Background: an optimization exercise with open tools, aiming at small area. Do not read the settings as production practice. Only simulation tests tie the RTL to the original design; equivalence was not proved. No activity file was given, so power comes from the tool's default toggle rates.

run A:
Design pid_periph, start of the top module:
module pid_periph (
    input  wire        clk,
    input  wire        rst,             
    input  wire [7:0]  AWADDR,
    input  wire        AWVALID,
    output wire        AWREADY,
    input  wire [31:0] WDATA,
    input  wire [3:0]  WSTRB,
    input  wire        WVALID,
    output wire        WREADY,
    output wire [1:0]  BRESP,
    output wire        BVALID,
    input  wire        BREADY,
    input  wire [7:0]  ARADDR,
    input  wire        ARVALID,
    output wire        ARREADY,
    output wire [31:0] RDATA,
    output wire [1:0]  RRESP,
    output wire        RVALID,
    input  wire        RREADY,
    output wire [31:0] mac_sub_a,
    output wire [31:0] mac_sub_b,
    output wire [31:0] mac_sub_c,
    output wire [31:0] mac_add_a,
    output wire [31:0] mac_add_b,
    output wire [31:0] mac_add_c,
    output wire [31:0] mul_a,
    output wire [31:0] mul_b,
    output wire [31:0] add_a,
    output wire [31:0] add_b,
    output wire [31:0] sub_a,
    output wire [31:0] sub_b,
    output wire [16:0] fpu_ctrl,
    input  wire [31:0] mac_sub_r,
    input  wire [31:0] mac_add_r,
    input  wire [31:0] mul_r,
    input  wire [31:0] add_r,
    input  wire [31:0] sub_r,
    input  wire [16:0] fpu_status,
    input  wire        A1,
    input  wire        B1,
    input  wire        A2,
    input  wire        B2,
    output wire        Dir_A,
    output wire        Dir_B,
    output wire        PWM_Out,
    output wire [31:0] addrb,
    output wire [31:0] dinb,
    input  wire [31:0] doutb,
    output wire        enb,
    output wire        rstb,
    output wire [3:0]  web,
    output wire [15:0] led
);
    wire [383:0] regs_out;
    wire [16:0]  reg13_out;
    wire [11:0]  duty_lo;
    wire         duty_z1, duty_o1, duty_z2, duty_o2, duty_z3, duty_o3, duty_s;
    wire [31:0]  quad_count;
    AXILiteS_s_axi_Reg_Interface u_regs (
        .ACLK      (clk),
        .ARESET    (rst),
        .AWADDR    (AWADDR),
  ...
Size: about 1,700 cells after synthesis, ~800 I/O pins, ~0.023 mm^2 of cells after synthesis.
clock: 10.0 ns
lec_check: 0
cap_margin: 20
core_margin: 2
core_utilization: 40
slew_margin: 20
standard.sh (not shown) runs the stock make flow with config.mk's settings and CLKGATE_MAP_FILE= SYNTH_SCRIPT=/design/flow/synth_recipe.tcl, a recipe that flattens the netlist after the stock synthesis.
==> flow/flow/run.sh <==
#!/bin/bash
# The standard layout, with the smallest buffer on every port and a clock tree
# without dummy loads.
set -euo pipefail
export BUFFER_PORTS_ARGS="-buffer_cell sky130_fd_sc_hd__buf_1"
export CTS_ARGS="-sink_clustering_enable -repair_clock_nets -dont_use_dummy_load"
bash standard.sh > standard.log 2>&1
Having completed the whole flow, run A delivered a layout that passed the timing, design-rule and antenna checks.
Input changes introduced in run B (baseline for comparison: run A):
==> flow/flow/run.sh <==
#!/bin/bash
# The standard layout, with the smallest buffer on every port and a smaller
# clock tree (clkbuf_8 leaves, no dummy loads).
set -euo pipefail
export BUFFER_PORTS_ARGS="-buffer_cell sky130_fd_sc_hd__buf_1"
export CTS_ARGS="-sink_clustering_enable -repair_clock_nets -dont_use_dummy_load -buf_list sky130_fd_sc_hd__clkbuf_8 -sink_clustering_size 15 -sink_clustering_max_diameter 60"
bash standard.sh > standard.log 2>&1
diff --git a/flow/config.mk b/flow/config.mk
--- a/flow/config.mk
+++ b/flow/config.mk
@@ -8,4 +8,4 @@
 export CAP_MARGIN = 20
 export CORE_MARGIN = 2
-export CORE_UTILIZATION = 40
+export CORE_UTILIZATION = 60
 export SLEW_MARGIN = 20
[summary]
I/O pin placement: run B exited with error
In terms of multiplexer share of the synthesized area, run A and run B differ only marginally.
Diff run B..run A | gate count of the mapped netlist | unchanged
Die boundary width (run A / run B): 1.2
Diff run A -> run B: vertical die dimension down about 18%; number of rows in the core area moved down.
[inputs] run C vs run B
==> flow/flow/run.sh <==
#!/bin/bash
# The standard layout, with the smallest buffer on every port and a smaller
# clock tree (clkbuf_8 leaves, no dummy loads); placement is not timing
# driven, so synthesis buffers are removed by a hook before placement.
set -euo pipefail
export BUFFER_PORTS_ARGS="-buffer_cell sky130_fd_sc_hd__buf_1"
export CTS_ARGS="-sink_clustering_enable -repair_clock_nets -dont_use_dummy_load -buf_list sky130_fd_sc_hd__clkbuf_8 -sink_clustering_size 15 -sink_clustering_max_diameter 60"
export PRE_GLOBAL_PLACE_TCL="$PWD/flow/pre_gpl.tcl"
export PLACE_PINS_ARGS="-min_distance 1 -min_distance_in_tracks"
bash standard.sh > standard.log 2>&1
==> flow/flow/pre_gpl.tcl (new file) <==
remove_buffers
diff --git a/flow/config.mk b/flow/config.mk
--- a/flow/config.mk
+++ b/flow/config.mk
@@ -8,4 +8,5 @@
 export CAP_MARGIN = 20
 export CORE_MARGIN = 2
-export CORE_UTILIZATION = 60
+export CORE_UTILIZATION = 70
+export GPL_TIMING_DRIVEN = 0
 export SLEW_MARGIN = 20
==> results.txt <==
Every stage of the flow completed for run C, and the final layout passed the timing, design-rule and antenna checks.
Run C against run B: number of register bits inferred by synthesis saw little to no change, cell count after synthesis saw little to no change.
Number of core rows (lower): run C
Taking run B as the reference, in run C die span in y decreased about 7%, horizontal die dimension decreased 7.3%, initial core utilization increased 11 points, average cell area after synthesis essentially unchanged.
## Diff of input files: run D against run C
==> flow/flow/run.sh <==
#!/bin/bash
# The standard layout, with the smallest buffer on every port and a smaller
# clock tree (clkbuf_8 leaves, no dummy loads).
set -euo pipefail
export BUFFER_PORTS_ARGS="-buffer_cell sky130_fd_sc_hd__buf_1"
export CTS_ARGS="-sink_clustering_enable -repair_clock_nets -dont_use_dummy_load -buf_list sky130_fd_sc_hd__clkbuf_8 -sink_clustering_size 15 -sink_clustering_max_diameter 60"
export PLACE_PINS_ARGS="-min_distance 1 -min_distance_in_tracks"
bash standard.sh > standard.log 2>&1
diff --git a/flow/config.mk b/flow/config.mk
--- a/flow/config.mk
+++ b/flow/config.mk
@@ -8,5 +8,4 @@
 export CAP_MARGIN = 20
 export CORE_MARGIN = 2
-export CORE_UTILIZATION = 70
-export GPL_TIMING_DRIVEN = 0
+export CORE_UTILIZATION = 60
 export SLEW_MARGIN = 20
removed: flow/flow/pre_gpl.tcl
- Run D reached the final stage; the timing, design-rule and antenna checks on its layout passed.
- Every stage of the flow completed for run C, and the final layout passed the timing, design-rule and antenna checks.
- From run C to run D the numbers moved as follows: worst-case vdd ir drop shows a reduction of 21%, die extent in y now sits higher, worst hold slack +0.0067 ns, largest fanout on the critical path shows an increase of 8.
- Run D ends up with a clock-buffer cell count that is 2.2% lower than in run C.
- Run C has higher global routing usage summed across all routing layers than run D.
- Portion of total power attributed to the clock network for run D: 0.2 points down relative to run C
Changes in run E relative to run D:
==> flow/flow/run.sh <==
#!/bin/bash
# The standard layout, with the smallest buffer on every port and a smaller
# clock tree (clkbuf_8 leaves, no dummy loads); placement is not timing
# driven, so synthesis buffers are removed by a hook before placement.
set -euo pipefail
export BUFFER_PORTS_ARGS="-buffer_cell sky130_fd_sc_hd__buf_1"
export CTS_ARGS="-sink_clustering_enable -repair_clock_nets -dont_use_dummy_load -buf_list sky130_fd_sc_hd__clkbuf_8 -sink_clustering_size 15 -sink_clustering_max_diameter 60"
export PRE_GLOBAL_PLACE_TCL="$PWD/flow/pre_gpl.tcl"
bash standard.sh > standard.log 2>&1
==> flow/flow/pre_gpl.tcl (new file) <==
remove_buffers
diff --git a/flow/config.mk b/flow/config.mk
--- a/flow/config.mk
+++ b/flow/config.mk
@@ -8,4 +8,5 @@
 export CAP_MARGIN = 20
 export CORE_MARGIN = 2
-export CORE_UTILIZATION = 60
+export CORE_UTILIZATION = 70
+export GPL_TIMING_DRIVEN = 0
 export SLEW_MARGIN = 20
Findings:
Run E: it failed with a tool error in I/O pin placement, so there are no final results.
Reported for run E and run D, synthesized area turned out identical to the last digit.
Going from run D to run E, the initial standard-cell utilization of the core was found to have gone up by 11 points.
Row count: run E lower than run D
## Diff of input files: run F against run E
==> flow/run.sh (new file) <==
#!/bin/bash
# synth_recipe.tcl (not shown) runs the flow's synth.tcl, then flattens the netlist and writes it again
# the make line also repeats each setting of config.mk as NAME=value (left out here)
make -C /OpenROAD-flow-scripts/flow DESIGN_CONFIG=/design/flow/config.mk WORK_HOME=/design/flow/orfs CLKGATE_MAP_FILE= SYNTH_SCRIPT=/design/flow/synth_recipe.tcl finish
diff --git a/flow/config.mk b/flow/config.mk
--- a/flow/config.mk
+++ b/flow/config.mk
@@ -8,5 +8,4 @@
 export CAP_MARGIN = 20
 export CORE_MARGIN = 2
-export CORE_UTILIZATION = 70
-export GPL_TIMING_DRIVEN = 0
+export CORE_UTILIZATION = 40
 export SLEW_MARGIN = 20
removed: flow/flow/run.sh
removed: flow/flow/pre_gpl.tcl
removed: flow/standard.sh
[summary]
Having completed the whole flow, run F delivered a layout that passed the timing, design-rule and antenna checks. Run F against run E: effective utilization at floorplan decreased 31 points; standard-cell row count increased 22; height of the chip increased 32%; post-synthesis instance area essentially unchanged.


try-juniper:
pid_periph, a different RTL version from the one above (not shown whole).
Size: roughly 1300 cells after synthesis, roughly 800 I/O pins, roughly 20000 um^2 of cells after synthesis.
==> flow/config.mk <==
export PLATFORM = sky130hd
export DESIGN_NAME = pid_periph
export DESIGN_NICKNAME = pid_periph
export VERILOG_FILES = /design/flow/design.v
export SDC_FILE = /design/flow/constraint.sdc
export NUM_CORES = 4
export LEC_CHECK = 0
export CAP_MARGIN = 0
export CORE_MARGIN = 2
export CORE_UTILIZATION = 60
export SLEW_MARGIN = 0
==> flow/constraint.sdc <==
create_clock -name core_clock -period 10.0 [get_ports {clk}]
set_input_delay 2.0000 -clock core_clock [delete_from_list [all_inputs] [get_ports {clk}]]
set_output_delay 2.0000 -clock core_clock [all_outputs]
set_load 0.01 [all_outputs]
==> flow/flow/run.sh <==
#!/bin/bash
# The standard layout with these changes:
# - synthesis maps logic with an area-oriented ABC script (flow/abc.script)
#   instead of ORFS's delay-oriented one; everything else in synthesis,
#   including flip-flop mapping and naming, is ORFS's own script unchanged;
# - the smallest buffer (buf_1) on every port;
# - a smaller clock tree (clkbuf_8, small sink clusters, no dummy loads);
# - pins may sit one track apart.
set -euo pipefail
WORK="$PWD"
rm -rf "$WORK/scripts"
cp -r "$FLOW_HOME/scripts" "$WORK/scripts"
cp "$WORK/flow/abc.script" "$WORK/scripts/abc_speed.script"
export SCRIPTS_DIR="$WORK/scripts"
export BUFFER_PORTS_ARGS="-buffer_cell sky130_fd_sc_hd__buf_1"
export CTS_ARGS="-sink_clustering_enable -repair_clock_nets -dont_use_dummy_load -buf_list sky130_fd_sc_hd__clkbuf_8 -sink_clustering_size 15 -sink_clustering_max_diameter 60"
export PLACE_PINS_ARGS="-min_distance 1 -min_distance_in_tracks"
bash standard.sh > standard.log 2>&1
==> flow/flow/abc.script <==
&get -n
&st
&dc2
&dch
&nf -a -p
&put
Relative to try-juniper, the following input files were edited for try-violet:
diff --git a/flow/flow/run.sh b/flow/flow/run.sh
--- a/flow/flow/run.sh
+++ b/flow/flow/run.sh
@@ -6,5 +6,6 @@
 # - the smallest buffer (buf_1) on every port;
 # - a smaller clock tree (clkbuf_8, small sink clusters, no dummy loads);
-# - pins may sit one track apart.
+# - pins may sit one track apart;
+# - constant outputs share their tie cells.
 set -euo pipefail
 WORK="$PWD"
@@ -16,3 +17,4 @@
 export CTS_ARGS="-sink_clustering_enable -repair_clock_nets -dont_use_dummy_load -buf_list sky130_fd_sc_hd__clkbuf_8 -sink_clustering_size 15 -sink_clustering_max_diameter 60"
 export PLACE_PINS_ARGS="-min_distance 1 -min_distance_in_tracks"
+export SKIP_REPAIR_TIE_FANOUT=1
 bash standard.sh > standard.log 2>&1
diff --git a/flow/config.mk b/flow/config.mk
--- a/flow/config.mk
+++ b/flow/config.mk
@@ -6,6 +6,6 @@
 export NUM_CORES = 4
 export LEC_CHECK = 0
-export CAP_MARGIN = 0
+export CAP_MARGIN = 20
 export CORE_MARGIN = 2
 export CORE_UTILIZATION = 60
-export SLEW_MARGIN = 0
+export SLEW_MARGIN = 20
==> comparison <==
Lower post-synthesis to final-layout area growth goes to try-violet over try-juniper.
try-violet and try-juniper ended up with nearly the same clock distribution power.
Number of antenna violations at the first check in global routing in try-violet is 1 below try-juniper.
Setup changes, try-violet to try-yarrow
==> flow/flow/run.sh <==
#!/bin/bash
# The standard layout, with the smallest buffer on every port and a smaller
# clock tree (clkbuf_8 leaves, no dummy loads).
set -euo pipefail
export BUFFER_PORTS_ARGS="-buffer_cell sky130_fd_sc_hd__buf_1"
export CTS_ARGS="-sink_clustering_enable -repair_clock_nets -dont_use_dummy_load -buf_list sky130_fd_sc_hd__clkbuf_8 -sink_clustering_size 15 -sink_clustering_max_diameter 60"
export PLACE_PINS_ARGS="-min_distance 1 -min_distance_in_tracks"
bash standard.sh > standard.log 2>&1
removed: flow/flow/abc.script
[summary]
- Final critical-path share of the clock period | try-yarrow below try-violet
- Initial standard-cell utilization of the core, try-yarrow and try-violet: higher on try-violet
- try-violet vs try-yarrow, end point of the critical path: rstb vs u_regs.rdata[27]
- For the relative area change from synthesis to final layout, try-yarrow came in 1.1 points lower than try-violet did.
- Re least setup slack across all paths after layout: try-yarrow is 0.26 ns up on try-violet.
For try-pepper, these inputs were changed with respect to try-yarrow:
==> flow/flow/run.sh <==
#!/bin/bash
# The standard layout with these changes:
# - synthesis maps logic with an area-oriented ABC script (flow/abc.script)
#   instead of ORFS's delay-oriented one; everything else in synthesis,
#   including flip-flop mapping and naming, is ORFS's own script unchanged;
# - the smallest buffer (buf_1) on every port;
# - a smaller clock tree (clkbuf_8, small sink clusters, no dummy loads);
# - pins may sit one track apart.
set -euo pipefail
WORK="$PWD"
rm -rf "$WORK/scripts"
cp -r "$FLOW_HOME/scripts" "$WORK/scripts"
cp "$WORK/flow/abc.script" "$WORK/scripts/abc_speed.script"
export SCRIPTS_DIR="$WORK/scripts"
export BUFFER_PORTS_ARGS="-buffer_cell sky130_fd_sc_hd__buf_1"
export CTS_ARGS="-sink_clustering_enable -repair_clock_nets -dont_use_dummy_load -buf_list sky130_fd_sc_hd__clkbuf_8 -sink_clustering_size 15 -sink_clustering_max_diameter 60"
export PLACE_PINS_ARGS="-min_distance 1 -min_distance_in_tracks"
bash standard.sh > standard.log 2>&1
==> flow/flow/abc.script (new file) <==
&get -n
&st
&dc2
&dch
&nf -a -p
&put
### Flow results
- Placement-stage cell area (try-pepper over try-yarrow): decrease, about 3.4%
- The lower part of the power in registers came out of try-yarrow.
- try-pepper ended up with met4 as its highest routing layer actually used; try-yarrow ended up with met5.
- try-yarrow reports its capture point of the critical path as u_regs.rdata[27] while try-pepper reports rstb.
- | worst setup slack | try-pepper vs try-yarrow | worse |
- From try-yarrow to try-pepper the numbers moved as follows: actual transition at the worst max-transition pin went up 0.012 ns; peak clock frequency supported by timing saw a decrease.
- Taking try-yarrow as the reference, in try-pepper largest fanout on the critical path picked up an extra 20; vertical die dimension fell by 2.6%; post-route cell area -840 um^2; worst slack on hold paths increased by 0.0048 ns relative to the old numbers; total power draw went down by 2.2%.
- In try-pepper relative to try-yarrow, count of filler cells inserted in the layout had gone down by a little under 10%.


pid_periph, a different RTL version from the one above (not shown whole).
Size in the first run: ~1300 cells after synthesis, roughly 570 flip-flops, ~800 I/O pins.
## pid_periph
module pid_periph (
    input  wire        clk,
    input  wire        rst,             
    input  wire [7:0]  AWADDR,
    input  wire        AWVALID,
    output wire        AWREADY,
    input  wire [31:0] WDATA,
    input  wire [3:0]  WSTRB,
    input  wire        WVALID,
    output wire        WREADY,
    output wire [1:0]  BRESP,
    output wire        BVALID,
    input  wire        BREADY,
    input  wire [7:0]  ARADDR,
    input  wire        ARVALID,
    output wire        ARREADY,
    output wire [31:0] RDATA,
    output wire [1:0]  RRESP,
    output wire        RVALID,
    input  wire        RREADY,
    output wire [31:0] mac_sub_a,
    output wire [31:0] mac_sub_b,
    output wire [31:0] mac_sub_c,
    output wire [31:0] mac_add_a,
    output wire [31:0] mac_add_b,
    output wire [31:0] mac_add_c,
    output wire [31:0] mul_a,
    output wire [31:0] mul_b,
    output wire [31:0] add_a,
    output wire [31:0] add_b,
    output wire [31:0] sub_a,
    output wire [31:0] sub_b,
    output wire [16:0] fpu_ctrl,
    input  wire [31:0] mac_sub_r,
    input  wire [31:0] mac_add_r,
    input  wire [31:0] mul_r,
    input  wire [31:0] add_r,
    input  wire [31:0] sub_r,
    input  wire [16:0] fpu_status,
    input  wire        A1,
    input  wire        B1,
    input  wire        A2,
    input  wire        B2,
    output wire        Dir_A,
    output wire        Dir_B,
    output wire        PWM_Out,
    output wire [31:0] addrb,
    output wire [31:0] dinb,
    input  wire [31:0] doutb,
    output wire        enb,
    output wire        rstb,
    output wire [3:0]  web,
    output wire [15:0] led
);
==> flow/config.mk <==
export PLATFORM = sky130hd
export DESIGN_NAME = pid_periph
export DESIGN_NICKNAME = pid_periph
export VERILOG_FILES = /design/flow/design.v
export SDC_FILE = /design/flow/constraint.sdc
export NUM_CORES = 4
export LEC_CHECK = 0
export CAP_MARGIN = 20
export CORE_MARGIN = 2
export CORE_UTILIZATION = 80
export GPL_TIMING_DRIVEN = 0
export SLEW_MARGIN = 20
==> flow/constraint.sdc <==
create_clock -name core_clock -period 10.0 [get_ports {clk}]
set_input_delay 2.0000 -clock core_clock [delete_from_list [all_inputs] [get_ports {clk}]]
set_output_delay 2.0000 -clock core_clock [all_outputs]
set_load 0.01 [all_outputs]
==> flow/flow/run.sh <==
#!/bin/bash
# The standard layout with these changes:
# - synthesis maps logic with an area-oriented ABC script (flow/abc.script)
#   instead of ORFS's delay-oriented one; everything else in synthesis,
#   including flip-flop mapping and naming, is ORFS's own script unchanged;
# - the smallest buffer (buf_1) on every port;
# - a smaller clock tree (clkbuf_8, small sink clusters, no dummy loads);
# - pins may sit one track apart;
# - constant outputs share their tie cells;
# - placement is not timing driven, so synthesis buffers are removed by a
#   hook (flow/pre_gpl.tcl) before global placement, as timing-driven
#   placement would.
set -euo pipefail
WORK="$PWD"
rm -rf "$WORK/scripts"
cp -r "$FLOW_HOME/scripts" "$WORK/scripts"
cp "$WORK/flow/abc.script" "$WORK/scripts/abc_speed.script"
export SCRIPTS_DIR="$WORK/scripts"
export BUFFER_PORTS_ARGS="-buffer_cell sky130_fd_sc_hd__buf_1"
export CTS_ARGS="-sink_clustering_enable -repair_clock_nets -dont_use_dummy_load -buf_list sky130_fd_sc_hd__clkbuf_8 -sink_clustering_size 15 -sink_clustering_max_diameter 60"
export PLACE_PINS_ARGS="-min_distance 1 -min_distance_in_tracks"
export SKIP_REPAIR_TIE_FANOUT=1
export PRE_GLOBAL_PLACE_TCL="$WORK/flow/pre_gpl.tcl"
bash standard.sh > standard.log 2>&1
==> flow/flow/abc.script <==
&get -n
&st
&dc2
&dch -f
&nf -a -p -R 1000
&put
==> flow/flow/pre_gpl.tcl <==
remove_buffers
The first run completed with no timing, DRC or antenna violations.
Change:
Settings changed: CORE_UTILIZATION 80 to 70.
The new run finished clean.
Final cell count rises by about 2.3%.
Worst setup slack gets worse by 0.016 ns.
Utilization falls by 12 points.
Total power falls by 3.1%.
Wire length falls by about 23%.
Worst hold slack gets worse by 0.0074 ns.
Cell area rises by 0.40%.
First-iteration DRC count falls by about 60%.
Clock power falls by about 6%.
Area after synthesis stays the same.
Change:
--- a/flow/flow/run.sh
+++ b/flow/flow/run.sh
@@ -7,8 +7,5 @@
 # - a smaller clock tree (clkbuf_8, small sink clusters, no dummy loads);
 # - pins may sit one track apart;
-# - constant outputs share their tie cells;
-# - placement is not timing driven, so synthesis buffers are removed by a
-#   hook (flow/pre_gpl.tcl) before global placement, as timing-driven
-#   placement would.
+# - constant outputs share their tie cells.
 set -euo pipefail
 WORK="$PWD"
@@ -21,4 +18,3 @@
 export PLACE_PINS_ARGS="-min_distance 1 -min_distance_in_tracks"
 export SKIP_REPAIR_TIE_FANOUT=1
-export PRE_GLOBAL_PLACE_TCL="$WORK/flow/pre_gpl.tcl"
 bash standard.sh > standard.log 2>&1
Settings changed: CORE_UTILIZATION 70 to 60, GPL_TIMING_DRIVEN 0 to not set.
removed: flow/flow/pre_gpl.tcl
After rerunning: The new run ran to the end with no violations; via count fell by 2.7%; synthesized cell count does not change; setup slack improved by 0.16 ns.

-- port drivers added, routing unchanged --
In the flow no input, the clock included, has a driving cell. The finished layouts below were timed again as built, in two steps. Step 1, drivers: a clkbuf_16 drives clk and a buf_2 each remaining input, both assumed. Step 2 adds t to the input delays and takes it off the output delays; t is the mean of the earliest and latest rising clock arrival at the registers after step 1. Input paths then give back, and output paths get back, about the clock's delay inside the block. Slacks: ideal ports / drivers / drivers and shift; pairs: ideal ports / drivers.
| run | t (ns) | slack for setup (ns) | worst setup path after step 2 |
|---|---|---|---|
| run A | 0.652 | 5.464 / 5.400 / 5.119 | input to register |
| run C | 0.609 | 5.151 / 5.121 / 5.082 | input to register |
| run D | 0.656 | 5.273 / 5.229 / 5.009 | input to register |
| run F | 0.671 | 5.056 / 4.992 / 5.013 | input to register |
| try-juniper | 0.635 | 5.054 / 5.028 / 5.028 | input to output |
| try-violet | 0.631 | 5.207 / 5.178 / 5.178 | input to output |
| try-yarrow | 0.633 | 5.471 / 5.441 / 4.836 | input to register |
| try-pepper | 0.639 | 5.102 / 5.078 / 5.074 | input to register |
| the first run of note 3 | 0.628 | 5.231 / 5.179 / 5.220 | input to output |
| the second run of note 3 | 0.613 | 5.215 / 5.194 / 5.194 | input to output |
| the third run of note 3 | 0.605 | 5.372 / 5.320 / 5.291 | input to register |
After both steps setup and hold are still met in every run listed. The setup slack of try-yarrow, which loses most, moves by -0.030 ns with the drivers and by -0.635 ns with both steps.
